From an optimization exercise on the open Yosys and OpenROAD flow, aimed at small area; shortcuts taken in it are not production practice.
In this exercise RTL edits were held to simulation tests only and were not proved equivalent to the original.
Power and IR drop assume default switching activity.

## run A
Design MIPS, start of the top module:
module MIPS(
    input [15:0] data_in,
    input clk,
    input interrupt,
    input reset,
    output reg [15:0] data_out,
    output [15:0] pm_addr,
    input [31:0] pm_rdata,
    output reg dm_en,
    output reg dm_we,
    output [15:0] dm_addr,
    output reg [15:0] dm_wdata,
    input [15:0] dm_rdata
    );
Settings: LEC_CHECK=0, CAP_MARGIN=10, CORE_MARGIN=2, CORE_UTILIZATION=40, CTS_CLUSTER_DIAMETER=80, CTS_CLUSTER_SIZE=20, PLACE_DENSITY=0.6, SLEW_MARGIN=10, SYNTH_HIERARCHICAL=1, SYNTH_MINIMUM_KEEP_SIZE=0; clock period 12.0 ns.
standard.sh (not shown) runs the stock make flow with config.mk's settings and CLKGATE_MAP_FILE= SYNTH_SCRIPT=/design/flow/synth_recipe.tcl, a recipe that flattens the netlist after the stock synthesis.
==> flow/flow/run.sh <==
#!/bin/bash
# Standard layout, with the smallest buffer (buf_1) on every input and output port.
set -euo pipefail
export BUFFER_PORTS_ARGS="-buffer_cell sky130_fd_sc_hd__buf_1"
bash standard.sh > standard.log 2>&1
### run A -> run B
diff --git a/flow/design.v b/flow/design.v
--- a/flow/design.v
+++ b/flow/design.v
@@ -90,15 +90,15 @@
     r5 <= reset ? r4 : 5'b0;
     dm_we <= reset & lower_dff;
     ldff_2 <= reset & loweror & ~lower_dff;
     mem_mux_sel_dm <= reset & ldff_2;
     dm_en <= reset & loweror;
 end
 reg [15:0] RegBank [0:31];
-reg [15:0] AR, BR;
+reg [15:0] AR;
 reg [15:0] ans_ex, Ex_out, ans_wb;
 wire [15:0] ans_dm;
 wire mm_n = ~mem_mux_sel_dm;
 generate for (k = 0; k < 16; k = k + 1) begin : dmx
     cell_a22o u(.a1(dm_rdata[k]), .a2(mem_mux_sel_dm), .b1(Ex_out[k]), .b2(mm_n), .y(ans_dm[k]));
 end endgenerate
 generate for (g = 0; g < 32; g = g + 1) begin : wr
@@ -106,56 +106,52 @@
     wire [15:0] dn;
     for (k = 0; k < 16; k = k + 1) begin : b
         cell_a22o u(.a1(ans_dm[k]), .a2(we), .b1(RegBank[g][k]), .b2(~we), .y(dn[k]));
     end
     always @(posedge clk) RegBank[g] <= dn;
 end endgenerate
 wire [31:0] sa = 32'b1 << ins[20:16];
-wire [31:0] sb = 32'b1 << ins[15:11];
+wire [31:0] sb = 32'b1 << ins_prv[15:11];
 wire [15:0] rda, rdb;
 generate for (k = 0; k < 16; k = k + 1) begin : rd
     wire [31:0] col;
     for (g = 0; g < 32; g = g + 1) begin : c
         assign col[g] = RegBank[g][k];
     end
     rd32 ua(.d(col), .s(sa), .y(rda[k]));
     rd32 ub(.d(col), .s(sb), .y(rdb[k]));
 end endgenerate
 always @(posedge clk) begin
     AR <= rda;
-    BR <= rdb;
 end
-wire n1, n2, n3, n4, n5, n6;     
+wire n1, n2, n3, n4, n5;     
 cmp5 q1(.a(r1), .b(r3), .ne(n1));
 cmp5 q2(.a(r1), .b(r4), .ne(n2));
 cmp5 q3(.a(r1), .b(r5), .ne(n3));
 cmp5 q4(.a(r6), .b(r3), .ne(n4));
 cmp5 q5(.a(r6), .b(r4), .ne(n5));
-cmp5 q6(.a(r6), .b(r5), .ne(n6));
-wire c1 = ~n1, c2 = ~n2, c3 = ~n3, c4 = ~n4, c5 = ~n5, c6 = ~n6;
+wire c1 = ~n1, c2 = ~n2, c3 = ~n3, c4 = ~n4, c5 = ~n5;
 wire mm = mem_mux_sel_dm;
 wire sA_ex = c1;
 wire sA_dr = ~c1 & c2 & mm;
 wire sA_eo = ~c1 & c2 & ~mm;
 wire sA_wb = ~c1 & ~c2 & c3;
 wire sA_ar = ~c1 & ~c2 & ~c3;
 wire sB_im = imm_sel;
 wire sB_ex = ~imm_sel & c4;
 wire sB_dr = ~imm_sel & ~c4 & c5 & mm;
 wire sB_eo = ~imm_sel & ~c4 & c5 & ~mm;
-wire sB_wb = ~imm_sel & ~c4 & ~c5 & c6;
-wire sB_br = ~imm_sel & ~c4 & ~c5 & ~c6;
+wire sB_br = ~imm_sel & ~c4 & ~c5;
 wire [15:0] A, B;
 generate for (k = 0; k < 16; k = k + 1) begin : fw
-    wire na0, nb0, nb1;
+    wire na0, nb0;
     cell_aoi222 ua0(.a1(ans_ex[k]), .a2(sA_ex), .b1(dm_rdata[k]), .b2(sA_dr), .c1(Ex_out[k]), .c2(sA_eo), .y(na0));
     assign A[k] = ~(na0 & ~(ans_wb[k] & sA_wb) & ~(AR[k] & sA_ar));
     cell_aoi222 ub0(.a1(ans_ex[k]), .a2(sB_ex), .b1(dm_rdata[k]), .b2(sB_dr), .c1(Ex_out[k]), .c2(sB_eo), .y(nb0));
-    cell_aoi222 ub1(.a1(ans_wb[k]), .a2(sB_wb), .b1(BR[k]), .b2(sB_br), .c1(imm[k]), .c2(sB_im), .y(nb1));
-    assign B[k] = ~(nb0 & nb1);
+    assign B[k] = ~(nb0 & ~(rdb[k] & sB_br) & ~(imm[k] & sB_im));
 end endgenerate
 reg [1:0] flag_prv;
 wire alu_grp = (op_dec[5:4] == 2'b00);
 wire sub = (op_dec[2:0] == 3'b001);
 wire [15:0] Bx = B ^ {16{sub}};
 wire [16:0] cy;
 wire [15:0] sum;
==> comparison <==
- On run B: filler cell count is 1.0% lower than what run A gave.
- The run showing the greater xor/xnor share of the synthesized area is run A.
- [compare] base=run A new=run B: post-synthesis instance total up 9; cell count of the worst reg-to-reg path flat; combinational share of power down 0.4 points; number of buffers outside the clock class in the layout down 3.5%.
- The hold slack of run B exceeds that of run A by 0.030 ns.
- Of the two values seen for end point of the critical path, pm_addr[9] was produced by run B and ans_ex[15]$_DFF_P_ by run A.
- On run B: area added between synthesis and finish is 0.42 points lower than what run A gave.
- Per the final summary, run B finished and its layout is clean on timing, DRC and antenna.
- Sort run A and run B by layout inverter count without the clock tree desc -> top: run A

[re-timing with driven ports]
The flow's constraints put no driver on any port. The routed layouts listed below were extracted and timed again, unchanged, in two steps.
Step 1, drivers: a clkbuf_16 drives clk and a buf_2 each remaining input, both assumed.
Step 2, shift: input delay + t, output delay - t, t = (earliest + latest rising clock arrival at the registers) / 2. This alone moves slack from input paths to output paths.
Slacks: ideal / step 1 / step 2; pairs: ideal / step 1.
run	t (ns)	slack for setup (ns)	slew at the worst register clock pin (ns)	pins driven straight from the clock port
run A	0.690	2.205 / 2.205 / 1.717	0.09 / 0.09	1
run B	0.667	1.497 / 1.433 / 1.643	0.09 / 0.09	1
After both steps setup and hold are still met in every run listed. For run A, which loses most, drivers alone change the setup slack by 0.000 ns; drivers and shift together by -0.488 ns.
